Background: an optimization exercise with open tools, aiming at small area, a short achievable clock period and few clock cycles per item. Do not read the settings as production practice.
Function was checked by simulation only, so behaviour that the tests miss may differ from the original.
Power is estimated from default activity; no workload was simulated.

File: flow/flow/run.sh
#!/bin/bash
# Standard layout with port buffers of a faster cell and the timing repair
# aimed at a tighter setup margin. The make output goes to standard.log;
# each ORFS step's full log stays under orfs/logs.
set -o pipefail
bash standard.sh "BUFFER_PORTS_ARGS=-buffer_cell sky130_fd_sc_hd__buf_1" SETUP_SLACK_MARGIN=5.5 TNS_END_PERCENT=100 finish > standard.log 2>&1
File: flow/standard.sh
#!/bin/bash
# synth_recipe.tcl (not shown) runs the flow's synth.tcl, then flattens the netlist and writes it again
# the make line also repeats each setting of config.mk as NAME=value (left out here)
make -C /OpenROAD-flow-scripts/flow DESIGN_CONFIG=/design/flow/config.mk WORK_HOME=/design/flow/orfs CLKGATE_MAP_FILE= SYNTH_SCRIPT=/design/flow/synth_recipe.tcl "${@:-finish}"
File: flow/config.mk
export PLATFORM = sky130hd
export DESIGN_NAME = task3
export DESIGN_NICKNAME = task3
export VERILOG_FILES = /design/flow/design.v
export SDC_FILE = /design/flow/constraint.sdc
export NUM_CORES = 4
export LEC_CHECK = 0
export ABC_AREA = 1
export CAP_MARGIN = 20
export CORE_MARGIN = 2
export CORE_UTILIZATION = 40
export SETUP_SLACK_MARGIN = 5
export SLEW_MARGIN = 20
export TNS_END_PERCENT = 100
File: flow/constraint.sdc
create_clock -name core_clock -period 11.0 [get_ports {clk}]
set_input_delay 2.2000 -clock core_clock [delete_from_list [all_inputs] [get_ports {clk}]]
set_output_delay 2.2000 -clock core_clock [all_outputs]
set_load 0.01 [all_outputs]
File: flow/design.v
module task3 (
    input  wire        clk,
    input  wire        rst,
    input  wire [2:0]  opcode,
    input  wire [7:0]  in2,
    input  wire [7:0]  in1,
    input  wire [7:0]  in0,
    output wire [23:0] result,
    output wire        done
);
    wire [7:0] a = in2, b = in1, c = in0;
    reg  [23:0] S, C;         
    reg  [7:0]  ar, yr;       
    reg  [10:0] xr;           
    reg  [1:0]  ph;           
    wire acc = (ph == 2'd0);
    assign done   = acc;
    wire [23:0] P = S + C;
    assign result = P;
    wire is0 = opcode == 3'd0, is1 = opcode == 3'd1, is2 = opcode == 3'd2, is3 = opcode == 3'd3;
    wire is4 = opcode == 3'd4, is5 = opcode == 3'd5, is6 = opcode == 3'd6, is7 = opcode == 3'd7;
    wire [23:0] bz = {16'd0, b};
    wire [23:0] cz = {16'd0, c};
    wire [23:0] bs = {{16{b[7]}}, b};
    wire [23:0] cs = {{16{c[7]}}, c};
    wire [23:0] shr = $signed(cs) >>> b;
    wire [1:0]  s7 = {1'b0, a[7]} + {1'b0, b[7]} + {1'b0, c[7]};
    reg [15:0] X;
    reg [7:0]  Y;
    reg [23:0] F1, F2;
    reg        k1, k13;
    always @(*) begin
        X = 16'd0; Y = 8'd0; F1 = 24'd0; F2 = 24'd0; k1 = 1'b0; k13 = 1'b0;
        case (ph)
            2'd0: begin
                if (is0) begin F1 = bz;  F2 = cz; end
                if (is1) begin F1 = ~bz; F2 = cz; k1 = 1'b1; end
                if (is2) begin X = cs[15:0]; Y = b; F2 = {17'd0, b[7], 6'd0}; end
                if (is3) F1 = shr;
                if (is4) begin X = bs[15:0]; Y = b; F2 = {17'd0, b[7], 6'd0}; end
                if (is5) begin X = cs[15:0]; Y = c; F2 = {17'd0, c[7], 6'd0}; end
                if (is6) begin X = {{8{a[7]}}, a}; Y = 8'd1; F1 = bs; F2 = cs; end
                if (is7) begin X = ~{bs[13:0], 2'b00}; Y = b; F1 = {bs[21:0], 2'b00};
                               F2 = {16'd0, s7, 6'd0}; k13 = 1'b1; end
            end
            2'd1: begin X = P[15:0]; Y = yr; F2 = {17'd0, yr[7], 6'd0}; end
            default: begin X = {{5{xr[10]}}, xr}; Y = yr; F1 = S; F2 = C; end
        endcase
    end
    wire [16:0] xe = {X[15], X};
    wire [8:0]  yb = {Y, 1'b0};
    wire [16:0] v0, v1, v2, v3;
    wire [3:0]  ng;
    genvar j;
    generate for (j = 0; j < 4; j = j + 1) begin : bth
        wire y2 = yb[2*j+2], y1 = yb[2*j+1], y0 = yb[2*j];
        wire one = y1 ^ y0;
        wire two = (y2 & ~y1 & ~y0) | (~y2 & y1 & y0);
        wire [16:0] sel = ({17{one}} & xe) | ({17{two}} & {xe[15:0], 1'b0});
        wire [16:0] v = sel ^ {17{y2}};
        assign ng[j] = y2;
        if (j == 0) assign v0 = v;
        if (j == 1) assign v1 = v;
        if (j == 2) assign v2 = v;
        if (j == 3) assign v3 = v;
    end endgenerate
    wire [23:0] B0 = {5'd0, ~v0[16], v0[16], v0[16], v0[15:0]};
    wire [23:0] B1 = {3'd0, 1'b1, ~v1[16], v1[15:0], 1'b0, ng[0]};
    wire [23:0] B2 = {1'd0, 1'b1, ~v2[16], v2[15:0], 1'b0, ng[1], 1'b0, k1};
    wire [23:0] B3 = {1'b1, ~v3[16], v3[15:0], 1'b0, ng[2], k13, k13, 1'b0, k13};
    function [47:0] csa(input [23:0] x, input [23:0] y, input [23:0] z);
        csa = {x ^ y ^ z, ((x & y) | (x & z) | (y & z)) << 1};
    endfunction
    wire [23:0] s1, c1, s2, c2, s3, c3, s4, c4;
    assign {s1, c1} = csa(B0, B1, B2);
    assign {s2, c2} = csa(B3, F1, F2);
    assign {s3, c3} = csa(s1, c1, s2);
    assign {s4, c4} = csa(s3, c3, c2);
    always @(posedge clk) begin
        S <= s4;
        C <= c4;
        ar <= a;
        if (ph == 2'd2) begin
            yr <= ar;
            xr <= {ar[7], ar[7], ar[7], ar} * 11'sd5 + 11'sd8;
        end else begin
            yr <= c;
            xr <= {c[7], c[7], c[7], c} * 11'sd6 - 11'sd2;
        end
        if (rst) ph <= 2'd0;
        else case (ph)
            2'd0: ph <= is5 ? 2'd1 : is7 ? 2'd2 : 2'd0;
            2'd2: ph <= 2'd3;
            default: ph <= 2'd0;
        endcase
    end
endmodule
==> Flow_metrics.wiki, run 1 <==
{| class="wikitable"
! Metric !! Value
|-
| Vertical extent of the die || 153 microns
|-
| Required time at the worst-slack endpoint || 11.22 ns
|-
| Post-detail-place hpwl || 22.0 mm
|-
| DRT antenna net count || 0
|-
| Largest net degree at the start of global routing || 52
|-
| Critical Path Sink Type || flop
|-
| Post-CTS Hold Fix Bufs || 0
|-
| Maximum clock insertion buffer count || 2
|-
| Row cnt || 54
|-
| Final net count || 1,482
|-
| Root Buffer || sky130_fd_sc_hd__clkbuf_16
|-
| Synth Area per Inst || 7.20 sq um
|-
| Leakage power total || 0.00506 uW
|-
| Total routing usage reported by global routing || 0.245
|-
| Post-synthesis simple-gate area fraction || 0.206
|-
| Remaining max-slew budget at the tightest pin || 0.591
|-
| Fill cell count || 2,212
|-
| CTS tree || built
|-
| Vias per std cell || 5.41
|-
| Cell total after placement || 1,534
|-
| Synth async-reset ratio || 0
|-
| Die footprint || 23,400 sq um
|-
| Final number of setup-violating endpoints || 0
|-
| Final instance count without filler cells || 1,608
|-
| Setup TNS Final || 0 ns
|-
| Final weighted congestion in routability-driven placement || 0.966
|-
| Crit share post-route || 0.495
|-
| Netlist Area Pre-Place || 8870 sq um
|-
| Register area share after synthesis || 0.169
|-
| Clk Latency, worst-skew pair || 0.35 ns
|-
| Post-route design area || 10,400 sq um
|-
| VDD IR-drop max || 0.144 mV
|-
| Result of the run || complete, no violations
|-
| Power density of the placed cells || 261 nW/um^2
|-
| Largest family of logic cells by synthesized area || adder cells
|-
| Vias in the first global route || 8,302
|-
| Post-detailed-route DRC marker count || 0
|-
| Post-Synthesis Net Count || 1,391
|-
| Class of the most critical setup path || in2reg
|-
| Total wire length || 28.8 mm
|-
| Depth of the most critical reg-to-reg path || 18
|-
| Count of input and output buffers || 53
|-
| Fraction of final layout cells with drive strength greater than 1 || 0.151
|-
| Final clock skew || 0.00592 ns
|-
| Number of diodes added for antenna fixing || 0
|-
| Max-slew violation count || 0
|-
| Count of maximum capacitance violations || 0
|-
| Setup repair after global routing missed its margin || yes
|-
| Placed cell areas || 9260 sq um
|-
| Most frequent standard cell in the layout excluding fill and tap cells || sky130_fd_sc_hd__nand2_1
|-
| Leading cell types in the layout, fill and taps excluded || sky130_fd_sc_hd__nand2_1, sky130_fd_sc_hd__inv_1, sky130_fd_sc_hd__o21ai_0
|-
| Number of enable-type register cells in the synthesized netlist || 0
|-
| Number of warnings reported in the yosys synthesis log || 1
|-
| DR WL/cell || 17.9 microns
|-
| I/O pin count || 54
|-
| Sinks on the clock net || 75
|-
| Maximum fanout encountered on the critical timing path || 13
|-
| Hold violation total from the final report || 0
|-
| Arrival time of the worst setup path || 5.67 ns
|-
| Hold depth || 2
|-
| Prevailing post-synth register cell || sky130_fd_sc_hd__dfxtp_1
|-
| Post-layout utilization of the core || 0.475
|-
| Category of the worst setup path launch point || input pin
|-
| Post-synthesis compound-gate area fraction || 0.191
|-
| Total number of vias || 8,701
|-
| DRC marker count from the first detailed-route iteration || 720
|-
| Proportion of synthesized area in mux cells || 0
|-
| Clock slew seen by the registers of the worst setup and hold paths || 0.06 ns
|-
| Die outline width || 153 microns
|-
| Wire length of the first global-routing pass || 45.3 mm
|-
| Total core area || 21,800 sq um
|-
| Achievable Freq || 0.184 GHz
|-
| Number of detailed-routing iterations run before antenna repair || 6
|-
| Synth cell types || 51
|-
| Starting utilization of the core area || 0.407
|-
| Slew of the pin with the lowest slew margin || 0.612 ns
|-
| Number of buffers created by CTS || 9
|-
| Number of antenna violations at the first check in global routing || 0
|-
| Synthesized instance count || 1,233
|-
| Number of levels in the clock H-tree || 3
|-
| XOR/XNOR share of the synthesized area || 0.0730
|-
| Leftover overflow at the end of global routing || 0
|-
| Path class of the lowest-slack min-delay path || reg2reg
|-
| Adder and majority gate portion of the synthesized area || 0.250
|-
| Number of register bits inferred by synthesis || 75
|-
| Total power of the final layout || 2710 uW
|-
| Crit path time final || 5.44 ns
|-
| Area growth syn-to-layout || 16.8%
|}
## cells in the mapped netlist (all sizes together) (6+ instances only)
master / instances / area share
a21oi: 63 / 0.038
a31oi: 9 / 0.0063
buf: 22 / 0.017
clkbuf: 16 / 0.0068
dfxtp: 75 / 0.17
fa: 80 / 0.18
ha: 49 / 0.069
inv: 202 / 0.086
nand2: 271 / 0.12
nand3: 56 / 0.033
nand4: 6 / 0.0042
nor2: 76 / 0.035
o211ai: 11 / 0.0093
o21ai: 123 / 0.071
o221ai: 8 / 0.0079
o22ai: 45 / 0.037
or2: 9 / 0.0063
xnor2: 11 / 0.011
xor2: 63 / 0.062
## what timing repair did
| item | in CTS | in global routing |
|---|---|---|
| setup buffers | 12 | 42 |
| pin swaps | 6 | 30 |
| endpoints found under the setup margin | 44 | 43 |
| resized for setup | 41 | 76 |
| cloned | 1 | 4 |
## final timing paths
| check | start | to | slack [ns] |
|---|---|---|---|
| worst min-delay path | ar[0] | xr[0] | 0.46 |
| worst max register to register | ph[0] | S[7] | 6.17 |
| worst max-delay path | in1[0] | S[7] | 5.56 |
| worst min register to register | ar[0] | xr[0] | 0.46 |
## metal layers
metal / vias up / routed length, microns / share of wire / GRT usage
met4: 0 / 598 / 0.021 / 0.0617
met3: 50 / 2100 / 0.073 / 0.0420
met1: 4126 / 13500 / 0.47 / 0.356
li1: 4182 / - / - / -
met2: 343 / 12700 / 0.44 / 0.378
met5: - / 0 / 0 / 0
## where the power goes
part / internal (uW) / leakage [uW] / switching, uW / total (uW)
clock network: 174 / 0.000136 / 115 / 288
registers: 400 / 0.000630 / 61.1 / 461
logic: 737 / 0.00429 / 1220 / 1960
## cell type report
class / instances / area, sq um / share of cell area
timing repair inverter: 2 / 12.5 / 0.00121
clock buffer: 12 / 236 / 0.0228
timing repair buffer: 113 / 696 / 0.0671
clock inverter: 3 / 40.0 / 0.00386
tap: 280 / 350 / 0.0338
multi-input combinational: 918 / 6700 / 0.646
sequential: 75 / 1500 / 0.145
inverter: 205 / 831 / 0.0801
## sequential cells by signal, indices dropped and copies added (netlist names)
register	flops
ph	2
S	24
C	22
ar	8
yr	8
xr	11
## kinds of logic after synthesis
logic type,Yosys count
flops,75
buf+inv,243
simple gates,429
xor+xnor,74
fa+ha+maj,129
compound gates,283
## worst max-delay path, cell delays in order
cell and delay, ns:
sky130_fd_sc_hd__buf_1 0.27, sky130_fd_sc_hd__inv_1 0.30, sky130_fd_sc_hd__o21ai_2 0.30, sky130_fd_sc_hd__nand2_1 0.17, sky130_fd_sc_hd__nand2_4 0.14, sky130_fd_sc_hd__clkinvlp_4 0.14
sky130_fd_sc_hd__nand2_2 0.20, sky130_fd_sc_hd__o22ai_1 0.13, sky130_fd_sc_hd__xor2_1 0.17, sky130_fd_sc_hd__fa_1 0.53, sky130_fd_sc_hd__inv_1 0.05, sky130_fd_sc_hd__fa_1 0.52
sky130_fd_sc_hd__inv_1 0.05, sky130_fd_sc_hd__fa_1 0.46
## per-stage QoR
| stage | setup WS (ns) | hold slack (ns) |
|---|---|---|
| after floorplan | 5.50 | 0.421 |
| after global placement | 4.14 | 0.461 |
| after detailed placement | 4.15 | 0.453 |
| final | 5.56 | 0.460 |
| after CTS | 5.47 | 0.462 |
| after global routing | 5.42 | 0.477 |
Testbench counts, summed over its fixed seeds: cycles 219,878, ops 160,000.
==> inputs of run 2 (changes only) <==
==> flow/flow/run.sh (replaced) <==
#!/bin/bash
# Standard layout, except: synthesis leaves the adder trees to ABC instead
# of extracting full-adder cells (ADDER_MAP_FILE empty), port buffers use a
# faster cell, and the timing repair aims at a tighter setup margin. The make
# output goes to standard.log; each ORFS step's full log stays under orfs/logs.
set -o pipefail
bash standard.sh ADDER_MAP_FILE= "BUFFER_PORTS_ARGS=-buffer_cell sky130_fd_sc_hd__buf_4" SETUP_SLACK_MARGIN=6 TNS_END_PERCENT=100 finish > standard.log 2>&1
==> run 2 against run 1 <==
Effect of this change:
- combinational power rose by 21%
- critical endpoint is now done
- first-iteration DRC count rose by 83%
- routed wire length rose by 42%
- fmax rose by 10%
- global-route usage rose by 4.1 points
- utilization rose by 0.79 points
- via count rose by 54%
- sequential cell count did not move
- synthesized area rose by 20%
- critical path depth fell by 10
- largest cell class unchanged
- still clean on timing, DRC and antenna
==> Flow_metrics.wiki, run 2 <==
{| class="wikitable"
! Metric !! Value
|-
| Result of the run || complete, no violations
|-
| Remaining max-slew budget at the tightest pin || 0.297
|-
| Crit path time final || 4.95 ns
|-
| Register name with the most flops || S
|-
| Synth area leaders || sky130_fd_sc_hd__nand2_1, sky130_fd_sc_hd__dfxtp_1, sky130_fd_sc_hd__nand3_1
|-
| Placed cell areas || 11,300 sq um
|-
| Number of diodes added for antenna fixing || 0
|-
| Required time at the worst-slack endpoint || 8.80 ns
|-
| Synthesized instance count || 2,092
|-
| Leftover overflow at the end of global routing || 0
|-
| Netlist Area Pre-Place || 10,700 sq um
|-
| Achievable Freq || 0.202 GHz
|-
| Count of maximum capacitance violations || 0
|-
| Path class of the lowest-slack min-delay path || reg2reg
|-
| Total power of the final layout || 3170 uW
|-
| Reg2Reg Launch Point || ph[0]
|-
| Most repeated cell in the gate-level netlist after synthesis || sky130_fd_sc_hd__nand2_1
|-
| Slowest Stage Delay on Critical Path || 0.81 ns
|-
| Largest regs || S: 24 flops, C: 22 flops, xr: 11 flops
|-
| Setup slack after layout || 6.05 ns
|-
| Total number of vias || 13,383
|-
| Power density of the placed cells || 251 nW/um^2
|-
| Clock slew seen by the registers of the worst setup and hold paths || 0.07 ns
|-
| Setup TNS Final || 0 ns
|-
| Cell total after placement || 2,442
|-
| Setup repair after global routing missed its margin || yes
|-
| Endpoint of the worst hold path || xr[10]
|-
| Final number of setup-violating endpoints || 0
|-
| RR Endpoint || S[6]
|-
| DRC marker count from the first detailed-route iteration || 1,319
|-
| Synth async-reset ratio || 0
|-
| Vias in the first global route || 11,872
|-
| Number of levels in the clock H-tree || 3
|-
| CTS tree || built
|-
| Final net count || 2,187
|-
| Leading cell types by count after synthesis || sky130_fd_sc_hd__nand2_1, sky130_fd_sc_hd__inv_1, sky130_fd_sc_hd__nand3_1, sky130_fd_sc_hd__nor2_1, sky130_fd_sc_hd__o21ai_0
|-
| Vias per std cell || 5.36
|-
| Maximum clock insertion buffer count || 2
|-
| Critical Path Sink Type || output port
|-
| Final instance count without filler cells || 2,498
|-
| Post-place setup slack || 4.82 ns
|-
| Number of warnings reported in the yosys synthesis log || 1
|-
| Count of input and output buffers || 53
|-
| Total routing usage reported by global routing || 0.285
|-
| DR WL/cell || 16.4 microns
|-
| Cell type contributing the most total cell area after synthesis || sky130_fd_sc_hd__nand2_1
|-
| Sinks on the clock net || 75
|-
| Prevailing post-synth register cell || sky130_fd_sc_hd__dfxtp_1
|-
| Crit share post-route || 0.450
|-
| Hold depth || 2
|-
| Synth cell types || 58
|-
| Final weighted congestion in routability-driven placement || 0.945
|-
| VDD IR-drop max || 0.102 mV
|-
| Arrival time of the worst setup path || 2.75 ns
|-
| Start point of the worst hold path || ar[7]
|-
| Row cnt || 59
|-
| Wire length of the first global-routing pass || 63.6 mm
|-
| Clk Latency, worst-skew pair || 0.36 ns
|-
| Post-route design area || 12,600 sq um
|-
| Leading cell types in the layout, fill and taps excluded || sky130_fd_sc_hd__nand2_1, sky130_fd_sc_hd__inv_1, sky130_fd_sc_hd__nand3_1
|-
| Cell type of the slowest stage on the worst timing path || sky130_fd_sc_hd__nand2_1
|-
| Most frequent standard cell in the layout excluding fill and tap cells || sky130_fd_sc_hd__nand2_1
|-
| Worst path cell trace || inv_1, nand2_1, inv_2, buf_4
|-
| Register area share after synthesis || 0.141
|-
| Number of buffers created by CTS || 9
|-
| Slew of the pin with the lowest slew margin || 1.05 ns
|-
| WP buf/inv || 3
|-
| Number of antenna violations at the first check in global routing || 0
|-
| Number of register bits inferred by synthesis || 75
|-
| Die outline width || 167 microns
|-
| Die footprint || 28,000 sq um
|-
| Area fraction of the dominant cell type after synthesis || 0.295
|-
| Final clock skew || 0.00939 ns
|-
| Cell class contributing the biggest share of worst-path delay || buffers and inverters
|-
| Vertical extent of the die || 167 microns
|-
| I/O pin count || 54
|-
| Post-CTS Hold Fix Bufs || 0
|-
| Max FFs per register || 24
|-
| DRT antenna net count || 0
|-
| Total core area || 26,100 sq um
|-
| Area growth syn-to-layout || 18.4%
|-
| Maximum fanout encountered on the critical timing path || 21
|-
| Leakage power total || 0.00719 uW
|-
| Class of the most critical setup path || reg2out
|-
| Post-Synthesis Net Count || 2,121
|-
| Number of enable-type register cells in the synthesized netlist || 0
|-
| Post-detail-place hpwl || 31.5 mm
|-
| Fraction of final layout cells with drive strength greater than 1 || 0.154
|-
| Largest net degree at the start of global routing || 40
|-
| Synth Area per Inst || 5.09 sq um
|-
| Slack of the worst reg-to-reg path || 6.43 ns
|-
| Starting utilization of the core area || 0.408
|-
| Hold violation total from the final report || 0
|-
| Total wire length || 41.0 mm
|-
| Depth of the most critical reg-to-reg path || 19
|-
| Category of the worst setup path launch point || flop
|-
| Post-detailed-route DRC marker count || 0
|-
| Max-slew violation count || 0
|-
| Number of detailed-routing iterations run before antenna repair || 17
|-
| Root Buffer || sky130_fd_sc_hd__clkbuf_16
|}
run 2: cell count changes after synthesis, moves of 9 or more:
cell and delta:
sky130_fd_sc_hd__a21oi_1 +17, sky130_fd_sc_hd__ha_1 -49, sky130_fd_sc_hd__fa_1 -80, sky130_fd_sc_hd__nand2_1 +580
sky130_fd_sc_hd__o22ai_1 -23, sky130_fd_sc_hd__inv_2 +17, sky130_fd_sc_hd__inv_1 +68, sky130_fd_sc_hd__xor2_1 -19
sky130_fd_sc_hd__nor2_1 +103, sky130_fd_sc_hd__a21boi_1 +13, sky130_fd_sc_hd__nand3_1 +178, sky130_fd_sc_hd__nand3b_1 +9
run 2: per-stage QoR:
| stage | util | hold WS (ns) |
|---|---|---|
| after floorplan | - | 0.451 |
| after global placement | 0.432 | 0.511 |
| after detailed placement | 0.432 | 0.509 |
| after CTS | 0.452 | 0.514 |
| after global routing | 0.483 | 0.576 |
| final | 0.483 | 0.511 |
run 2: power breakdown:
part,internal (uW),switching [uW]
clock,178,148
combinational,853,1530
sequential,381,86.9
total,1410,1760
run 2: cell type report:
class,instances,area (sq um)
well taps,335,419
flip-flops and latches,75,1540
fillers,2835,13500
clock inverters,5,62.6
clock buffers,11,233
inverters,292,1180
repair buffers,98,815
multi-input cells,1682,8370
run 2: routing by layer:
layer  track usage  vias to the layer above  wire length [microns]
li1              -                     6772                      -
met1         0.406                     6025                  19100
met2         0.456                      510                  17900
met3        0.0312                       76                   2770
met4        0.0813                        0                   1240
met5             0                        -                      0
run 2: logic make-up after synthesis:
| group | synth area share |
|---|---|
| AOI/OAI and AO/OA | 0.157 |
| DFF | 0.141 |
| xor gates and xnor gates | 0.0432 |
| and+or+nand+nor | 0.531 |
| buffers and inverters | 0.127 |
| muxes | 0.00188 |
run 2: worst reg2reg max path: stages, from the launching register on:
cell,delay (ns)
sky130_fd_sc_hd__dfxtp_1,0.68
sky130_fd_sc_hd__inv_1,0.19
sky130_fd_sc_hd__nand2_1,0.82
sky130_fd_sc_hd__inv_2,0.43
sky130_fd_sc_hd__o21ai_4,0.37
sky130_fd_sc_hd__inv_4,0.16
sky130_fd_sc_hd__nor2_4,0.28
sky130_fd_sc_hd__inv_2,0.11
sky130_fd_sc_hd__o211ai_1,0.39
sky130_fd_sc_hd__nand3_1,0.20
sky130_fd_sc_hd__nand2_1,0.09
sky130_fd_sc_hd__nand2_1,0.07
sky130_fd_sc_hd__nand3_1,0.11
sky130_fd_sc_hd__nand2_1,0.07
sky130_fd_sc_hd__nand2_1,0.16
sky130_fd_sc_hd__inv_1,0.07
sky130_fd_sc_hd__nand3_1,0.11
sky130_fd_sc_hd__nand2_1,0.06
sky130_fd_sc_hd__nand2_1,0.05
sky130_fd_sc_hd__nand2_1,0.04
run 2: how the worst max path moves through the flow:
| stage | startpoint | end | slack (ns) | depth (start not counted) |
|---|---|---|---|---|
| 2_1_floorplan | opcode[2] | C[16] | 6.46 | 23 |
| 3_3_place_gp | opcode[0] | S[10] | 4.90 | 23 |
| 6_report | ph[0] | done | 6.05 | 4 |
| 4_1_cts | C[6] | result[23] | 5.97 | 16 |
| 3_5_place_dp | opcode[0] | S[10] | 4.82 | 23 |
| 5_1_grt | opcode[0] | S[6] | 5.95 | 21 |
run 2: timing repair:
item                       CTS  global route
gates cloned                 1             2
buffers inserted             8            29
pin swaps                    6            38
gates resized for setup     52           157
setup endpoints to repair   47            44
hold endpoints to repair     0             0
==> inputs of run 3 (changes only) <==
--- a/flow/design.v
+++ b/flow/design.v
@@ -26,4 +26,5 @@
     wire [23:0] shr = $signed(cs) >>> b;
     wire [1:0]  s7 = {1'b0, a[7]} + {1'b0, b[7]} + {1'b0, c[7]};
+    wire nomul = acc & (is0 | is1 | is3);
     reg [15:0] X;
     reg [7:0]  Y;
@@ -34,12 +35,13 @@
         case (ph)
             2'd0: begin
+                Y = is5 ? c : is6 ? 8'd1 : b;
                 if (is0) begin F1 = bz;  F2 = cz; end
                 if (is1) begin F1 = ~bz; F2 = cz; k1 = 1'b1; end
-                if (is2) begin X = cs[15:0]; Y = b; F2 = {17'd0, b[7], 6'd0}; end
+                if (is2) begin X = cs[15:0]; F2 = {17'd0, b[7], 6'd0}; end
                 if (is3) F1 = shr;
-                if (is4) begin X = bs[15:0]; Y = b; F2 = {17'd0, b[7], 6'd0}; end
-                if (is5) begin X = cs[15:0]; Y = c; F2 = {17'd0, c[7], 6'd0}; end
-                if (is6) begin X = {{8{a[7]}}, a}; Y = 8'd1; F1 = bs; F2 = cs; end
-                if (is7) begin X = ~{bs[13:0], 2'b00}; Y = b; F1 = {bs[21:0], 2'b00};
+                if (is4) begin X = bs[15:0]; F2 = {17'd0, b[7], 6'd0}; end
+                if (is5) begin X = cs[15:0]; F2 = {17'd0, c[7], 6'd0}; end
+                if (is6) begin X = {{8{a[7]}}, a}; F1 = bs; F2 = cs; end
+                if (is7) begin X = ~{bs[13:0], 2'b00}; F1 = {bs[21:0], 2'b00};
                                F2 = {16'd0, s7, 6'd0}; k13 = 1'b1; end
             end
@@ -58,6 +60,7 @@
         wire two = (y2 & ~y1 & ~y0) | (~y2 & y1 & y0);
         wire [16:0] sel = ({17{one}} & xe) | ({17{two}} & {xe[15:0], 1'b0});
-        wire [16:0] v = sel ^ {17{y2}};
-        assign ng[j] = y2;
+        wire n = (j == 3) ? y2 & ~nomul : y2;
+        wire [16:0] v = sel ^ {17{n}};
+        assign ng[j] = n;
         if (j == 0) assign v0 = v;
         if (j == 1) assign v1 = v;
==> flow/flow/run.sh (replaced) <==
#!/bin/bash
# Standard layout with port buffers of a faster cell and the timing repair
# aimed at a tighter setup margin. The make output goes to standard.log;
# each ORFS step's full log stays under orfs/logs.
set -o pipefail
bash standard.sh "BUFFER_PORTS_ARGS=-buffer_cell sky130_fd_sc_hd__buf_4" SETUP_SLACK_MARGIN=5 TNS_END_PERCENT=100 finish > standard.log 2>&1
==> run 3 against run 2 <==
Effect of this change:
- via count down 38%
- clock skew fell by 0.0061 ns
- largest cell class unchanged
- synthesized cell count down 41%
- sequential power about the same
- setup slack worse by 0.89 ns
- fmax is 15% lower
- routed wire length shrank 31%
- largest power group unchanged
==> Flow_metrics.wiki, run 3 <==
{| class="wikitable"
! Metric !! Value
|-
| Root Buffer || sky130_fd_sc_hd__clkbuf_16
|-
| Total power of the final layout || 2810 uW
|-
| Result of the run || complete, no violations
|-
| Maximum fanout encountered on the critical timing path || 22
|-
| Setup repair after global routing missed its margin || yes
|-
| Remaining max-slew budget at the tightest pin || 0.388
|-
| Slew of the pin with the lowest slew margin || 0.919 ns
|-
| Part of the power in the clock network || 0.120
|-
| Vias per std cell || 5.34
|-
| Internal cell power || 1420 uW
|-
| Clock slew seen by the registers of the worst setup and hold paths || 0.06 ns
|-
| Cell type contributing the most total cell area after synthesis || sky130_fd_sc_hd__fa_1
|-
| Die outline width || 154 microns
|-
| Row cnt || 54
|-
| Final number of setup-violating endpoints || 0
|-
| Seq pwr share || 0.167
|-
| Number of diodes added for antenna fixing || 0
|-
| Fill cell count || 2,284
|-
| Wire length of the first global-routing pass || 45.6 mm
|-
| Post-detail-place hpwl || 23.0 mm
|-
| Synth cell types || 61
|-
| Netlist Area Pre-Place || 8990 sq um
|-
| Number of enable-type register cells in the synthesized netlist || 0
|-
| Arrival time of the worst setup path || 6.13 ns
|-
| DR WL/cell || 18.2 microns
|-
| Number of buffers created by CTS || 9
|-
| CTS tree || built
|-
| Critical Path Sink Type || flop
|-
| Multi-input gate area in the final layout || 6520 sq um
|-
| Largest regs || S: 24 flops, C: 22 flops, xr: 11 flops
|-
| Number of levels in the clock H-tree || 3
|-
| Synthesized instance count || 1,242
|-
| Vias in the first global route || 8,173
|-
| Leakage power total || 0.00495 uW
|-
| Area fraction of the dominant cell type after synthesis || 0.178
|-
| Maximum clock insertion buffer count || 2
|-
| Psw || 1390 uW
|-
| Total core area || 22,000 sq um
|-
| Starting utilization of the core area || 0.409
|-
| Fraction of power spent switching nets || 0.496
|-
| Leftover overflow at the end of global routing || 0
|-
| Clk Latency, worst-skew pair || 0.35 ns
|-
| Final clock skew || 0.00324 ns
|-
| Area growth syn-to-layout || 10.7%
|-
| Register area share after synthesis || 0.167
|-
| Reg2Reg Launch Point || ph[1]
|-
| Die footprint || 23,700 sq um
|-
| Most repeated cell in the gate-level netlist after synthesis || sky130_fd_sc_hd__nand2_1
|-
| Leading cell types in the layout, fill and taps excluded || sky130_fd_sc_hd__nand2_1, sky130_fd_sc_hd__inv_1, sky130_fd_sc_hd__o21ai_0
|-
| Achievable Freq || 0.171 GHz
|-
| Max-slew violation count || 0
|-
| DRC marker count from the first detailed-route iteration || 791
|-
| Post-route design area || 9950 sq um
|-
| Synth area leaders || sky130_fd_sc_hd__fa_1, sky130_fd_sc_hd__dfxtp_1, sky130_fd_sc_hd__nand2_1
|-
| Post-Synthesis Net Count || 1,400
|-
| Hold violation total from the final report || 0
|-
| Class of the most critical setup path || in2reg
|-
| Total number of vias || 8,352
|-
| I/O pin count || 54
|-
| Part of the power in combinational logic || 0.713
|-
| Most frequent standard cell in the layout excluding fill and tap cells || sky130_fd_sc_hd__nand2_1
|-
| Number of register bits inferred by synthesis || 75
|-
| Start point of the worst hold path || ar[0]
|-
| Synth async-reset ratio || 0
|-
| Number of warnings reported in the yosys synthesis log || 1
|-
| Path class of the lowest-slack min-delay path || reg2reg
|-
| Number of detailed-routing iterations run before antenna repair || 6
|-
| Crit path time final || 5.84 ns
|-
| Sinks on the clock net || 75
|-
| Power density of the placed cells || 283 nW/um^2
|-
| Number of antenna violations at the first check in global routing || 0
|-
| Fraction of final layout cells with drive strength greater than 1 || 0.111
|-
| Count of maximum capacitance violations || 0
|-
| Post-detailed-route DRC marker count || 0
|-
| DRT antenna net count || 0
|-
| Leading cell types by count after synthesis || sky130_fd_sc_hd__nand2_1, sky130_fd_sc_hd__inv_1, sky130_fd_sc_hd__o21ai_0, sky130_fd_sc_hd__fa_1, sky130_fd_sc_hd__dfxtp_1
|-
| Placed cell areas || 9570 sq um
|-
| Final net count || 1,438
|-
| Prevailing post-synth register cell || sky130_fd_sc_hd__dfxtp_1
|-
| Required time at the worst-slack endpoint || 11.30 ns
|-
| Synth Area per Inst || 7.24 sq um
|-
| Vertical extent of the die || 154 microns
|-
| Crit share post-route || 0.531
|-
| Critical Path Start || opcode[2]
|-
| Register name with the most flops || S
|-
| Total wire length || 28.5 mm
|-
| Largest net degree at the start of global routing || 26
|-
| Category of the worst setup path launch point || input pin
|-
| Count of input and output buffers || 53
|-
| VDD IR-drop max || 0.124 mV
|-
| Total routing usage reported by global routing || 0.249
|-
| Max FFs per register || 24
|-
| Final weighted congestion in routability-driven placement || 1.00
|-
| Setup TNS Final || 0 ns
|-
| Sequential Area || 1500 sq um
|}
-- run 3: logic make-up (layout without fill, tap and decap cells) --
logic type	after synthesis	count (layout)	synth area share
AOI/OAI and AO/OA	273	273	0.184
xor gates and xnor gates	76	76	0.0741
adders and majority gates	129	129	0.246
buffers and inverters	240	281	0.109
DFF	75	75	0.167
muxes	1	1	0.00111
and+or+nand+nor	448	448	0.218
-- run 3: timing repair --
| action | CTS | global route |
|---|---|---|
| setup buffers | 0 | 5 |
| gates resized for setup | 0 | 4 |
| hold buffers | 0 | 0 |
| endpoints found under the setup margin | 0 | 20 |
-- run 3: cell type report --
cell class	count	area share
clock buffer	9	0.0226
inverter	204	0.0777
multi-input combinational	927	0.656
sequential	75	0.151
tap	280	0.0352
clock inverter	5	0.0104
timing repair buffer	63	0.0475
-- run 3: stage by stage --
step	std cells	hold WS [ns]	worst slack, ns	utilization
finish	1563	0.471	5.16	0.453
global route	1563	0.504	4.98	0.453
CTS	1558	0.468	5.08	0.451
detailed placement	1544	0.459	4.71	0.436
global placement	1544	0.455	4.74	0.436
floorplan	1242	0.429	5.71	-
-- run 3: metal layers --
metal	wire [microns]	track usage
met2	12500	0.388
met5	0	0
met4	394	0.0530
met1	13400	0.357
met3	2170	0.0496
-- run 3: power by group through the flow --
stage	combinational [uW]	clock (uW)	sequential (uW)
finish	2000	337	470
global route	2330	354	482
CTS	2030	342	470
detailed placement	2010	0	475
global placement	1970	0	474
floorplan	1390	0	443
-- run 3: critical path, stage by stage --
cell                      delay (ns)
sky130_fd_sc_hd__buf_4          0.14
sky130_fd_sc_hd__nand2_4        0.11
sky130_fd_sc_hd__nor2_4         0.26
sky130_fd_sc_hd__inv_4          0.16
sky130_fd_sc_hd__nand3_1        0.13
sky130_fd_sc_hd__a21oi_2        0.06
sky130_fd_sc_hd__buf_4          0.23
sky130_fd_sc_hd__inv_2          0.22
sky130_fd_sc_hd__nand2_2        0.12
sky130_fd_sc_hd__o21ai_4        0.29
sky130_fd_sc_hd__inv_2          0.18
sky130_fd_sc_hd__o21ai_0        0.25
sky130_fd_sc_hd__xor2_1         0.12
sky130_fd_sc_hd__fa_1           0.49
sky130_fd_sc_hd__inv_1          0.05
sky130_fd_sc_hd__fa_1           0.52
sky130_fd_sc_hd__inv_1          0.05
sky130_fd_sc_hd__fa_1           0.52
-- run 3: final timing paths --
check / endpoint / cells past startpoint / slack, ns
worst max register to register: S[11] / 16 / 5.94
worst max-delay path: S[8] / 18 / 5.16
worst min register to register: xr[0] / 2 / 0.47
worst min-delay path: xr[0] / 2 / 0.47
Testbench counts of run 3, summed over its fixed seeds: cycles 219,878, ops 160,000.
==> inputs of run 4 (changes only) <==
==> flow/flow/run.sh (replaced) <==
#!/bin/bash
# Standard layout with port buffers of a faster cell and the timing repair
# aimed at a tighter setup margin. The make output goes to standard.log;
# each ORFS step's full log stays under orfs/logs.
set -o pipefail
bash standard.sh "BUFFER_PORTS_ARGS=-buffer_cell sky130_fd_sc_hd__buf_4" SETUP_SLACK_MARGIN=5.75 TNS_END_PERCENT=100 finish > standard.log 2>&1
==> run 4 against run 3 <==
Effect of this change:
- combinational power is 8% higher
- die area unchanged
- sequential cell count unchanged
- critical endpoint is now S[14]
- utilization is 4.8 points higher
- synthesized cell count unchanged
- clock-buffer cell count stayed put
- register-to-register slack gained 0.12 ns
- sequential power rose by 0.9%
- via count grew 5.9%
- total power increased by 4.9%
==> Flow_metrics.wiki, run 4 <==
{| class="wikitable"
! Metric !! Value
|-
| Most repeated cell in the gate-level netlist after synthesis || sky130_fd_sc_hd__nand2_1
|-
| Largest family of logic cells by synthesized area || adder cells
|-
| Root Buffer || sky130_fd_sc_hd__clkbuf_16
|-
| DRT antenna net count || 0
|-
| Register area share after synthesis || 0.167
|-
| Final weighted congestion in routability-driven placement || 0.988
|-
| Endpoint of the worst hold path || xr[0]
|-
| Power density of the placed cells || 268 nW/um^2
|-
| Category of the worst setup path launch point || input pin
|-
| Setup TNS Final || 0 ns
|-
| Maximum clock insertion buffer count || 2
|-
| Count of maximum capacitance violations || 0
|-
| Class of the most critical setup path || in2reg
|-
| Final clock skew || 0.00540 ns
|-
| Remaining max-slew budget at the tightest pin || 0.433
|-
| Sinks on the clock net || 75
|-
| Slack of the worst reg-to-reg path || 6.06 ns
|-
| Crit share post-route || 0.474
|-
| Required time at the worst-slack endpoint || 11.23 ns
|-
| Start point of the worst hold path || ar[0]
|-
| Cell total after placement || 1,544
|-
| Post-detail-place hpwl || 23.2 mm
|-
| Achievable Freq || 0.192 GHz
|-
| Arrival time of the worst setup path || 5.45 ns
|-
| Number of buffers created by CTS || 9
|-
| Synth cell types || 61
|-
| Adder and majority gate portion of the synthesized area || 0.246
|-
| Leading cell types by count after synthesis || sky130_fd_sc_hd__nand2_1, sky130_fd_sc_hd__inv_1, sky130_fd_sc_hd__o21ai_0, sky130_fd_sc_hd__fa_1, sky130_fd_sc_hd__dfxtp_1
|-
| Vias per std cell || 5.48
|-
| Post-synthesis compound-gate area fraction || 0.184
|-
| Leakage power total || 0.00529 uW
|-
| Depth of the most critical reg-to-reg path || 16
|-
| Synth Area per Inst || 7.24 sq um
|-
| Synth async-reset ratio || 0
|-
| Synth area leaders || sky130_fd_sc_hd__fa_1, sky130_fd_sc_hd__dfxtp_1, sky130_fd_sc_hd__nand2_1
|-
| Largest net degree at the start of global routing || 28
|-
| Hold depth || 2
|-
| Count of input and output buffers || 53
|-
| Post-synthesis simple-gate area fraction || 0.218
|-
| Wire length of the first global-routing pass || 47.2 mm
|-
| Total core area || 22,000 sq um
|-
| Result of the run || complete, no violations
|-
| Path class of the lowest-slack min-delay path || reg2reg
|-
| Crit path time final || 5.21 ns
|-
| Number of diodes added for antenna fixing || 0
|-
| Number of enable-type register cells in the synthesized netlist || 0
|-
| Row cnt || 54
|-
| Fraction of final layout cells with drive strength greater than 1 || 0.206
|-
| Prevailing post-synth register cell || sky130_fd_sc_hd__dfxtp_1
|-
| Total wire length || 29.9 mm
|-
| Post-detailed-route DRC marker count || 0
|-
| Max-slew violation count || 0
|-
| DRC marker count from the first detailed-route iteration || 969
|-
| Vias in the first global route || 8,417
|-
| Maximum fanout encountered on the critical timing path || 7
|-
| Final instance count without filler cells || 1,613
|-
| Total number of vias || 8,842
|-
| Starting utilization of the core area || 0.409
|-
| Max FFs per register || 24
|-
| CTS tree || built
|-
| Most frequent standard cell in the layout excluding fill and tap cells || sky130_fd_sc_hd__nand2_1
|-
| Number of levels in the clock H-tree || 3
|-
| Post-Synthesis Net Count || 1,400
|-
| Hold violation total from the final report || 0
|-
| Clk Latency, worst-skew pair || 0.35 ns
|-
| Number of warnings reported in the yosys synthesis log || 1
|-
| Setup repair after global routing missed its margin || yes
|-
| Leftover overflow at the end of global routing || 0
|-
| Critical Path Sink Type || flop
|-
| Final number of setup-violating endpoints || 0
|-
| XOR/XNOR share of the synthesized area || 0.0741
|-
| Leading cell types in the layout, fill and taps excluded || sky130_fd_sc_hd__nand2_1, sky130_fd_sc_hd__inv_1, sky130_fd_sc_hd__o21ai_0
|-
| Clock slew seen by the registers of the worst setup and hold paths || 0.06 ns
|-
| DR WL/cell || 18.6 microns
|-
| Die footprint || 23,700 sq um
|-
| Largest regs || S: 24 flops, C: 22 flops, xr: 11 flops
|-
| VDD IR-drop max || 0.141 mV
|-
| RR Endpoint || S[18]
|-
| Reg2Reg Launch Point || ph[1]
|-
| Number of register bits inferred by synthesis || 75
|-
| Die outline width || 154 microns
|-
| Number of detailed-routing iterations run before antenna repair || 9
|-
| Slew of the pin with the lowest slew margin || 0.849 ns
|-
| Cell type contributing the most total cell area after synthesis || sky130_fd_sc_hd__fa_1
|-
| Proportion of synthesized area in mux cells || 0.00111
|-
| Area growth syn-to-layout || 22.5%
|-
| Synthesized instance count || 1,242
|-
| Number of antenna violations at the first check in global routing || 0
|-
| Total routing usage reported by global routing || 0.256
|-
| I/O pin count || 54
|-
| Vertical extent of the die || 154 microns
|-
| Final net count || 1,486
|-
| Register name with the most flops || S
|-
| Netlist Area Pre-Place || 8990 sq um
|-
| Area fraction of the dominant cell type after synthesis || 0.178
|}
-- run 4: report_power, final --
group	switching, uW	internal, uW
registers	73.7	400
clock network	134	180
logic	1280	876
-- run 4: final cells by class --
| type | instances | area (sq um) |
|---|---|---|
| fillers | 2172 | 10900 |
| multi-input cells | 928 | 7080 |
| flip-flops and latches | 75 | 1500 |
| repair buffers | 109 | 937 |
| inverters | 204 | 835 |
| well taps | 280 | 350 |
| clock buffers | 9 | 225 |
| clock inverters | 7 | 82.6 |
| repair inverters | 1 | 3.75 |
-- run 4: per-layer routing --
layer	up-vias	wire [microns]	track usage
met5	-	0	0
met1	4240	13500	0.367
met2	339	13600	0.401
met4	0	633	0.0717
li1	4208	-	-
met3	55	2160	0.0409
-- run 4: how the worst max path moves through the flow --
| stage | from | to | cells past startpoint |
|---|---|---|---|
| 6_report | opcode[2] | S[14] | 19 |
| 5_1_grt | opcode[0] | S[8] | 20 |
| 4_1_cts | opcode[2] | S[19] | 16 |
| 3_5_place_dp | opcode[2] | S[8] | 18 |
| 3_3_place_gp | opcode[2] | S[8] | 18 |
| 2_1_floorplan | in1[1] | S[8] | 12 |
-- run 4: logic make-up after synthesis --
group / count (synthesis)
buffers and inverters: 240
AND/OR/NAND/NOR: 448
AO/OA/AOI/OAI: 273
flip-flops: 75
XOR/XNOR: 76
multiplexers: 1
adder cells (fa/ha/maj): 129
-- run 4: through the flow --
stage | util | total power (uW) | worst slack (ns) | instance area, sq um | hold WS (ns)
2_1_floorplan | - | 1840 | 5.74 | 9000 | 0.429
3_3_place_gp | 0.436 | 2450 | 4.74 | 9580 | 0.451
3_5_place_dp | 0.436 | 2490 | 4.70 | 9580 | 0.447
4_1_cts | 0.471 | 2870 | 5.72 | 10300 | 0.457
5_1_grt | 0.502 | 3290 | 5.66 | 11000 | 0.480
6_report | 0.502 | 2950 | 5.79 | 11000 | 0.461
-- run 4: worst max-delay path, cell delays in order --
cell                      delay [ns]
sky130_fd_sc_hd__buf_12         0.10
sky130_fd_sc_hd__nand2_8        0.08
sky130_fd_sc_hd__nor2_4         0.22
sky130_fd_sc_hd__buf_6          0.18
sky130_fd_sc_hd__nor2_2         0.06
sky130_fd_sc_hd__nand2_2        0.08
sky130_fd_sc_hd__nand2_4        0.06
sky130_fd_sc_hd__a21oi_4        0.16
sky130_fd_sc_hd__buf_12         0.15
sky130_fd_sc_hd__buf_8          0.11
sky130_fd_sc_hd__nand2_8        0.07
sky130_fd_sc_hd__nand2_8        0.12
sky130_fd_sc_hd__o22ai_4        0.10
sky130_fd_sc_hd__xor2_2         0.15
sky130_fd_sc_hd__fa_1           0.53
sky130_fd_sc_hd__inv_1          0.05
sky130_fd_sc_hd__fa_1           0.53
sky130_fd_sc_hd__inv_1          0.05
sky130_fd_sc_hd__fa_1           0.42
-- run 4: timing repair --
action                                  CTS  global route
hold buffers                              0             0
pin swaps                                15            27
endpoints found under the setup margin   37            37
setup buffers                            23            27
resized for setup                        74           100
cloned                                    2             1
==> inputs of run 5 (changes only) <==
==> flow/flow/run.sh (replaced) <==
#!/bin/bash
# Standard layout with port buffers of a faster cell and the timing repair
# aimed at a tighter setup margin. The make output goes to standard.log;
# each ORFS step's full log stays under orfs/logs.
set -o pipefail
bash standard.sh "BUFFER_PORTS_ARGS=-buffer_cell sky130_fd_sc_hd__buf_4" SETUP_SLACK_MARGIN=6 TNS_END_PERCENT=100 finish > standard.log 2>&1
==> run 5 against run 4 <==
Effect of this change:
- largest power group unchanged
- total power up 3.1%
- critical path depth unchanged
- clock skew grew 0.0079 ns
- register-to-register slack worse by 0.08 ns
- final cell count increased by 1.2%
- via count decreased by 0.59%
- clock-buffer cell count unchanged
- die area unchanged
- still clean on timing, DRC and antenna
- fmax rose by 0.71%
- worst hold slack gained 0.0083 ns
- clock power up 4%
- combinational power grew 4%
==> Flow_metrics.wiki, run 5 <==
{| class="wikitable"
! Metric !! Value
|-
| Result of the run || complete, no violations
|-
| Max FFs per register || 24
|-
| Critical Path Sink Type || flop
|-
| VDD IR-drop max || 0.137 mV
|-
| Largest net degree at the start of global routing || 49
|-
| Slowest Stage Delay on Critical Path || 0.57 ns
|-
| Slew of the pin with the lowest slew margin || 0.979 ns
|-
| Setup repair after global routing missed its margin || yes
|-
| Die outline width || 154 microns
|-
| Maximum fanout encountered on the critical timing path || 8
|-
| Root Buffer || sky130_fd_sc_hd__clkbuf_16
|-
| Area growth syn-to-layout || 28.1%
|-
| Final net count || 1,506
|-
| Post-Synthesis Net Count || 1,400
|-
| Internal cell power || 1510 uW
|-
| Area fraction of the dominant cell type after synthesis || 0.178
|-
| Fraction of final layout cells with drive strength greater than 1 || 0.262
|-
| Netlist Area Pre-Place || 8990 sq um
|-
| Part of the power in the clock network || 0.107
|-
| DR WL/cell || 18.4 microns
|-
| Synth area leaders || sky130_fd_sc_hd__fa_1, sky130_fd_sc_hd__dfxtp_1, sky130_fd_sc_hd__nand2_1
|-
| Seq pwr share || 0.155
|-
| Post-place setup slack || 4.77 ns
|-
| Path class of the lowest-slack min-delay path || reg2reg
|-
| Cell type of the slowest stage on the worst timing path || sky130_fd_sc_hd__fa_1
|-
| Synth cell types || 61
|-
| Final instance count without filler cells || 1,633
|-
| Cell total after placement || 1,543
|-
| Post-detail-place hpwl || 22.7 mm
|-
| Post-CTS Hold Fix Bufs || 0
|-
| Setup TNS Final || 0 ns
|-
| Final number of setup-violating endpoints || 0
|-
| Vias in the first global route || 8,774
|-
| Power density of the placed cells || 264 nW/um^2
|-
| Maximum clock insertion buffer count || 2
|-
| Vias per std cell || 5.38
|-
| Register area share after synthesis || 0.167
|-
| Hold violation total from the final report || 0
|-
| Post-detailed-route DRC marker count || 0
|-
| Crit share post-route || 0.471
|-
| Number of levels in the clock H-tree || 3
|-
| Register name with the most flops || S
|-
| Cell class contributing the biggest share of worst-path delay || adder cells
|-
| Number of antenna violations at the first check in global routing || 1
|-
| Sinks on the clock net || 75
|-
| Setup slack after layout || 5.82 ns
|-
| Number of enable-type register cells in the synthesized netlist || 0
|-
| DRC marker count from the first detailed-route iteration || 673
|-
| Final weighted congestion in routability-driven placement || 0.964
|-
| Leakage power total || 0.00547 uW
|-
| Psw || 1530 uW
|-
| Crit path time final || 5.18 ns
|-
| Synth async-reset ratio || 0
|-
| Vertical extent of the die || 154 microns
|-
| Depth of the most critical reg-to-reg path || 12
|-
| Clock slew seen by the registers of the worst setup and hold paths || 0.07 ns
|-
| RR Endpoint || S[7]
|-
| Count of cell instances traversed by the critical path || 19
|-
| Synth Area per Inst || 7.24 sq um
|-
| Number of warnings reported in the yosys synthesis log || 1
|-
| Count of input and output buffers || 53
|-
| Total routing usage reported by global routing || 0.258
|-
| I/O pin count || 54
|-
| Required time at the worst-slack endpoint || 11.24 ns
|-
| Hold depth || 2
|-
| DRT antenna net count || 0
|-
| CTS tree || built
|-
| Most repeated cell in the gate-level netlist after synthesis || sky130_fd_sc_hd__nand2_1
|-
| Most frequent standard cell in the layout excluding fill and tap cells || sky130_fd_sc_hd__nand2_1
|-
| Total wire length || 30.0 mm
|-
| Wire length of the first global-routing pass || 47.5 mm
|-
| Arrival time of the worst setup path || 5.42 ns
|-
| Prevailing post-synth register cell || sky130_fd_sc_hd__dfxtp_1
|-
| WP buf/inv || 8
|-
| Synthesized instance count || 1,242
|-
| Achievable Freq || 0.193 GHz
|-
| Critical Path Start || opcode[1]
|-
| Category of the worst setup path launch point || input pin
|-
| Leading cell types by count after synthesis || sky130_fd_sc_hd__nand2_1, sky130_fd_sc_hd__inv_1, sky130_fd_sc_hd__o21ai_0, sky130_fd_sc_hd__fa_1, sky130_fd_sc_hd__dfxtp_1
|-
| Number of detailed-routing iterations run before antenna repair || 5
|-
| Class of the most critical setup path || in2reg
|-
| Largest regs || S: 24 flops, C: 22 flops, xr: 11 flops
|-
| Reg2Reg Launch Point || ph[1]
|-
| Total number of vias || 8,790
|-
| Starting utilization of the core area || 0.409
|-
| Number of buffers created by CTS || 9
|-
| Max-slew violation count || 0
|-
| Clk Latency, worst-skew pair || 0.37 ns
|-
| Worst path cell trace || buf_12, inv_16, nand3_4, o21ai_1, inv_1, a21oi_4, buf_12, buf_12, nand3_4, o21ai_4, buf_4, nand2_1, nand2_1, xor2_1, fa_1, inv_2, fa_1, inv_1, fa_1
|-
| Total core area || 22,000 sq um
|-
| Remaining max-slew budget at the tightest pin || 0.346
|-
| Count of maximum capacitance violations || 0
|-
| Die footprint || 23,700 sq um
|-
| Slack of the worst reg-to-reg path || 5.98 ns
|-
| Part of the power in combinational logic || 0.738
|-
| Row cnt || 54
|-
| Leading cell types in the layout, fill and taps excluded || sky130_fd_sc_hd__nand2_1, sky130_fd_sc_hd__inv_1, sky130_fd_sc_hd__o21ai_0, sky130_fd_sc_hd__buf_4, sky130_fd_sc_hd__dfxtp_1
|-
| Fraction of power spent switching nets || 0.503
|-
| Number of register bits inferred by synthesis || 75
|-
| Worst setup endpoint || S[14]
|-
| Cell type contributing the most total cell area after synthesis || sky130_fd_sc_hd__fa_1
|-
| Leftover overflow at the end of global routing || 0
|-
| Final clock skew || 0.0133 ns
|-
| Number of diodes added for antenna fixing || 0
|}
[run 5: logic make-up (layout without fill, tap and decap cells)]
family / Yosys count / after routing / share of synthesized area
AO/OA/AOI/OAI: 273 / 273 / 0.184
XOR/XNOR: 76 / 76 / 0.0741
adder cells (fa/ha/maj): 129 / 129 / 0.246
flip-flops: 75 / 75 / 0.167
multiplexers: 1 / 1 / 0.00111
buffers and inverters: 240 / 349 / 0.109
AND/OR/NAND/NOR: 448 / 450 / 0.218
[run 5: how the worst min path moves through the flow]
stage / from / end / slack [ns]
detailed placement: ar[0] / xr[0] / 0.46
finish: ar[0] / xr[0] / 0.47
global route: ar[0] / xr[0] / 0.49
CTS: ar[0] / xr[0] / 0.47
global placement: ar[0] / xr[0] / 0.45
floorplan: ar[0] / xr[0] / 0.43
[run 5: final cells by class]
cell class	count	area, sq um
clock buffer	9	225
clock inverter	7	90.1
fill	2088	10400
inverter	204	877
multi-input combinational	929	7320
sequential	75	1500
tap	280	350
timing repair buffer	127	1130
timing repair inverter	2	17.5
[run 5: power groups by stage]
| stage | clock network [uW] | logic (uW) | registers (uW) |
|---|---|---|---|
| 6_report | 325 | 2240 | 472 |
| 5_1_grt | 337 | 2560 | 482 |
| 4_1_cts | 329 | 2190 | 471 |
| 3_5_place_dp | 0 | 2040 | 475 |
| 3_3_place_gp | 0 | 2000 | 474 |
| 2_1_floorplan | 0 | 1410 | 444 |
[run 5: layer usage]
metal,vias to the layer above,track usage,wire length [microns]
met5,-,0,13
met4,2,0.0854,740
met3,60,0.0617,2510
met2,301,0.408,13400
met1,4178,0.349,13400
li1,4249,-,-
[run 5: what timing repair did]
action                                  CTS  global route
endpoints found under the setup margin   44            44
gates resized for setup                 141            67
pin swaps                                58            26
buffers inserted                         55            14
endpoints found under the hold margin     0             0
cloned                                    5             0
[run 5: stage by stage]
step / util / power [uW] / hold slack (ns) / cell area (sq um)
4_1_cts: 0.508 / 2990 / 0.465 / 11100
3_3_place_gp: 0.445 / 2480 / 0.454 / 9770
3_5_place_dp: 0.445 / 2520 / 0.456 / 9770
2_1_floorplan: - / 1860 / 0.429 / 9220
5_1_grt: 0.524 / 3380 / 0.488 / 11500
6_report: 0.524 / 3040 / 0.469 / 11500
[run 5: tightest hold or removal path: stages, from the launching register on]
cell,delay [ns]
sky130_fd_sc_hd__dfxtp_1,0.32
sky130_fd_sc_hd__inv_1,0.07
sky130_fd_sc_hd__nor2_1,0.04
==> inputs of run 6 (changes only) <==
==> flow/flow/run.sh (replaced) <==
#!/bin/bash
# Standard layout with port buffers of a faster cell and the timing repair
# aimed at a tighter setup margin. The make output goes to standard.log;
# each ORFS step's full log stays under orfs/logs.
set -o pipefail
bash standard.sh "BUFFER_PORTS_ARGS=-buffer_cell sky130_fd_sc_hd__buf_4" SETUP_SLACK_MARGIN=5.5 TNS_END_PERCENT=100 finish > standard.log 2>&1
--- a/flow/config.mk
+++ b/flow/config.mk
@@ -9,5 +9,5 @@
 export CAP_MARGIN = 20
 export CORE_MARGIN = 2
-export CORE_UTILIZATION = 40
+export CORE_UTILIZATION = 60
 export SETUP_SLACK_MARGIN = 5
 export SLEW_MARGIN = 20
==> run 6 against run 5 <==
Effect of this change:
- clock power fell by 15%
- sequential cell count did not move
- final area fell by 11%
- critical path depth fell by 3
- largest power group unchanged
- highest routed layer is now met4
==> Flow_metrics.wiki, run 6 <==
{| class="wikitable"
! Metric !! Value
|-
| Result of the run || complete, no violations
|-
| Number of warnings reported in the yosys synthesis log || 1
|-
| Clock slew seen by the registers of the worst setup and hold paths || 0.06 ns
|-
| Leading cell types by count after synthesis || sky130_fd_sc_hd__nand2_1, sky130_fd_sc_hd__inv_1, sky130_fd_sc_hd__o21ai_0, sky130_fd_sc_hd__fa_1, sky130_fd_sc_hd__dfxtp_1
|-
| Count of maximum capacitance violations || 0
|-
| Clk Latency, worst-skew pair || 0.34 ns
|-
| Vias per std cell || 5.88
|-
| Die outline width || 126 microns
|-
| Part of the power in the clock network || 0.097
|-
| Post-layout utilization of the core || 0.701
|-
| Maximum fanout encountered on the critical timing path || 13
|-
| Final instance count without filler cells || 1,499
|-
| Setup slack after layout || 5.54 ns
|-
| Total wire length || 27.8 mm
|-
| Leading cell types in the layout, fill and taps excluded || sky130_fd_sc_hd__nand2_1, sky130_fd_sc_hd__inv_1, sky130_fd_sc_hd__o21ai_0
|-
| Max FFs per register || 24
|-
| Post-place setup slack || 4.75 ns
|-
| Number of detailed-routing iterations run before antenna repair || 8
|-
| Final number of setup-violating endpoints || 0
|-
| Achievable Freq || 0.183 GHz
|-
| WP buf/inv || 4
|-
| Synth area leaders || sky130_fd_sc_hd__fa_1, sky130_fd_sc_hd__dfxtp_1, sky130_fd_sc_hd__nand2_1
|-
| Seq pwr share || 0.166
|-
| VDD IR-drop max || 0.376 mV
|-
| Crit path time final || 5.46 ns
|-
| Fraction of final layout cells with drive strength greater than 1 || 0.153
|-
| Total core area || 14,600 sq um
|-
| Remaining max-slew budget at the tightest pin || 0.472
|-
| Most frequent standard cell in the layout excluding fill and tap cells || sky130_fd_sc_hd__nand2_1
|-
| Row cnt || 44
|-
| Most repeated cell in the gate-level netlist after synthesis || sky130_fd_sc_hd__nand2_1
|-
| Cell total after placement || 1,448
|-
| Category of the worst setup path launch point || input pin
|-
| Reg2Reg Launch Point || ph[1]
|-
| RR Endpoint || S[10]
|-
| Arrival time of the worst setup path || 5.74 ns
|-
| Class of the most critical setup path || in2reg
|-
| Post-detail-place hpwl || 21.4 mm
|-
| Cell type contributing the most total cell area after synthesis || sky130_fd_sc_hd__fa_1
|-
| Largest net degree at the start of global routing || 26
|-
| Max-slew violation count || 0
|-
| Number of buffers created by CTS || 9
|-
| Critical Path Sink Type || flop
|-
| Count of input and output buffers || 53
|-
| Crit share post-route || 0.496
|-
| Leftover overflow at the end of global routing || 0
|-
| Hold depth || 2
|-
| Internal cell power || 1410 uW
|-
| DRT antenna net count || 0
|-
| CTS tree || built
|-
| Number of levels in the clock H-tree || 3
|-
| Prevailing post-synth register cell || sky130_fd_sc_hd__dfxtp_1
|-
| Part of the power in combinational logic || 0.737
|-
| Depth of the most critical reg-to-reg path || 15
|-
| Post-Synthesis Net Count || 1,400
|-
| I/O pin count || 54
|-
| Number of antenna violations at the first check in global routing || 1
|-
| Total number of vias || 8,811
|-
| Area fraction of the dominant cell type after synthesis || 0.178
|-
| Netlist Area Pre-Place || 8990 sq um
|-
| Start point of the worst hold path || ar[0]
|-
| Synth async-reset ratio || 0
|-
| Sinks on the clock net || 75
|-
| Hold violation total from the final report || 0
|-
| Register area share after synthesis || 0.167
|-
| Path class of the lowest-slack min-delay path || reg2reg
|-
| Root Buffer || sky130_fd_sc_hd__clkbuf_16
|-
| Hold_ws || 0.477 ns
|-
| Largest regs || S: 24 flops, C: 22 flops, xr: 11 flops
|-
| Setup repair after global routing missed its margin || yes
|-
| Fraction of power spent switching nets || 0.504
|-
| Synth cell types || 61
|-
| Required time at the worst-slack endpoint || 11.29 ns
|-
| Total routing usage reported by global routing || 0.344
|-
| DRC marker count from the first detailed-route iteration || 915
|-
| Slew of the pin with the lowest slew margin || 0.791 ns
|-
| Vertical extent of the die || 126 microns
|-
| Worst path cell trace || buf_4, nor2_4, buf_4, o21ai_1, nand2_2, nand2_8, inv_6, or2_4, nand2_2, nand2_4, o21ai_0, xor2_1, fa_1, fa_1, inv_1, fa_1
|-
| Psw || 1430 uW
|-
| Number of enable-type register cells in the synthesized netlist || 0
|-
| Maximum clock insertion buffer count || 2
|-
| Post-detailed-route DRC marker count || 0
|-
| Most used cell, CP || sky130_fd_sc_hd__fa_1
|-
| Number of diodes added for antenna fixing || 0
|-
| Final clock skew || 0.00634 ns
|-
| Starting utilization of the core area || 0.616
|-
| Post-CTS Hold Fix Bufs || 0
|-
| Final net count || 1,468
|-
| Area growth syn-to-layout || 13.8%
|-
| Synth Area per Inst || 7.24 sq um
|-
| Leakage power total || 0.00510 uW
|-
| Slack of the worst reg-to-reg path || 6.08 ns
|-
| Number of register bits inferred by synthesis || 75
|-
| Cell type of the slowest stage on the worst timing path || sky130_fd_sc_hd__fa_1
|-
| DR WL/cell || 18.5 microns
|-
| Power density of the placed cells || 277 nW/um^2
|-
| Die footprint || 16,000 sq um
|-
| Cell class contributing the biggest share of worst-path delay || adder cells
|-
| Setup TNS Final || 0 ns
|-
| Final weighted congestion in routability-driven placement || 1.06
|-
| Slowest Stage Delay on Critical Path || 0.52 ns
|-
| Wire length of the first global-routing pass || 43.0 mm
|-
| Synthesized instance count || 1,242
|-
| Vias in the first global route || 8,071
|-
| Register name with the most flops || S
|-
| Endpoint of the worst hold path || xr[0]
|}
==> run 6: worst max path at each step <==
stage               startpoint     to  slack, ns  depth (start not counted)
floorplan            opcode[0]   S[8]       5.71                         16
global placement     opcode[2]   S[8]       4.82                         19
detailed placement   opcode[2]   S[8]       4.75                         19
CTS                  opcode[2]   S[8]       5.47                         16
global route         opcode[1]  S[10]       5.40                         17
finish               opcode[0]  S[10]       5.54                         16
==> run 6: power groups by stage <==
stage,clock (uW),sequential (uW),combinational (uW)
CTS,278,470,2030
finish,276,471,2090
global placement,0,472,1940
floorplan,0,443,1390
detailed placement,0,474,2010
global route,290,481,2360
==> run 6: kinds of logic (layout without fill, tap and decap cells) <==
family / count (synthesis) / count (layout) / synth area share
mux: 1 / 1 / 0.00111
compound gates: 273 / 273 / 0.184
xor+xnor: 76 / 76 / 0.0741
buf+inv: 240 / 312 / 0.109
simple gates: 448 / 449 / 0.218
fa+ha+maj: 129 / 129 / 0.246
flops: 75 / 75 / 0.167
==> run 6: final cells by class <==
type | instances | area [sq um]
Fill cell | 1277 | 4360
Inverter | 204 | 801
Multi-Input combinational cell | 928 | 6680
Sequential cell | 75 | 1500
Tap cell | 184 | 230
Clock inverter | 5 | 40.0
Timing Repair Buffer | 92 | 749
Clock buffer | 11 | 233
==> run 6: per-stage QoR <==
stage	total power (uW)	instance area, sq um
floorplan	1840	8990
global placement	2410	9450
detailed placement	2480	9450
CTS	2780	9840
global route	3130	10200
finish	2840	10200
==> run 6: metal layers <==
| layer | share of wire | track usage | vias up |
|---|---|---|---|
| met5 | 0 | 0 | - |
| li1 | - | - | 4172 |
| met2 | 0.44 | 0.523 | 437 |
| met3 | 0.11 | 0.0789 | 64 |
| met4 | 0.024 | 0.0944 | 0 |
| met1 | 0.42 | 0.493 | 4138 |
==> run 6: timing repair <==
action | 4_1_cts | 5_1_grt
gates cloned | 0 | 2
setup endpoints to repair | 34 | 35
buffers inserted | 8 | 25
pin swaps | 3 | 13
gates resized for setup | 13 | 55
==> run 6: worst reg2reg max path: stages, from the launching register on <==
cell	delay (ns)
sky130_fd_sc_hd__dfxtp_1	0.56
sky130_fd_sc_hd__nor2_2	0.70
sky130_fd_sc_hd__inv_1	0.48
sky130_fd_sc_hd__a21oi_4	0.23
sky130_fd_sc_hd__nand2_2	0.11
sky130_fd_sc_hd__nand2_8	0.10
sky130_fd_sc_hd__inv_6	0.06
sky130_fd_sc_hd__or2_4	0.27
sky130_fd_sc_hd__nand2_2	0.08
sky130_fd_sc_hd__nand2_4	0.14
sky130_fd_sc_hd__o21ai_0	0.31
sky130_fd_sc_hd__xor2_1	0.28
sky130_fd_sc_hd__fa_1	0.46
sky130_fd_sc_hd__fa_1	0.52
sky130_fd_sc_hd__inv_1	0.05
sky130_fd_sc_hd__fa_1	0.52

## static timing again, ports no longer ideal
In the flow no input, the clock included, has a driving cell. The finished layouts below were timed again as built, in two steps. Step 1 sets driving cells, clkbuf_16 on the clock port and buf_2 on the other inputs (assumed; they add their load-dependent delay and slew). Step 2 adds t to the input delays and takes it off the output delays; t is the mean of the earliest and latest rising clock arrival at the registers after step 1. Input paths then give back, and output paths get back, about the clock's delay inside the block. Three values: ideal, step 1, step 2; two values: the first two.
run	t, ns	setup WS [ns]	hold slack, ns	latest minus earliest clock arrival (ns)	worst data-port slew with drivers (ns)
run 1	0.390	5.556 / 5.581 / 5.191	0.460 / 0.460 / 0.460	0.006 / 0.006	0.04
run 2	0.408	6.049 / 6.000 / 5.685	0.511 / 0.511 / 0.511	0.009 / 0.009	0.05
run 3	0.389	5.162 / 5.180 / 4.792	0.471 / 0.471 / 0.471	0.004 / 0.003	0.04
run 4	0.397	5.787 / 5.767 / 5.371	0.461 / 0.461 / 0.461	0.005 / 0.005	0.06
run 5	0.406	5.824 / 5.824 / 5.418	0.469 / 0.469 / 0.469	0.014 / 0.014	0.07
run 6	0.385	5.543 / 5.563 / 5.179	0.477 / 0.477 / 0.477	0.006 / 0.007	0.04
After both steps every run listed still meets setup and hold. The setup slack of run 4, which loses most, moves by -0.020 ns with the drivers and by -0.416 ns with both steps.
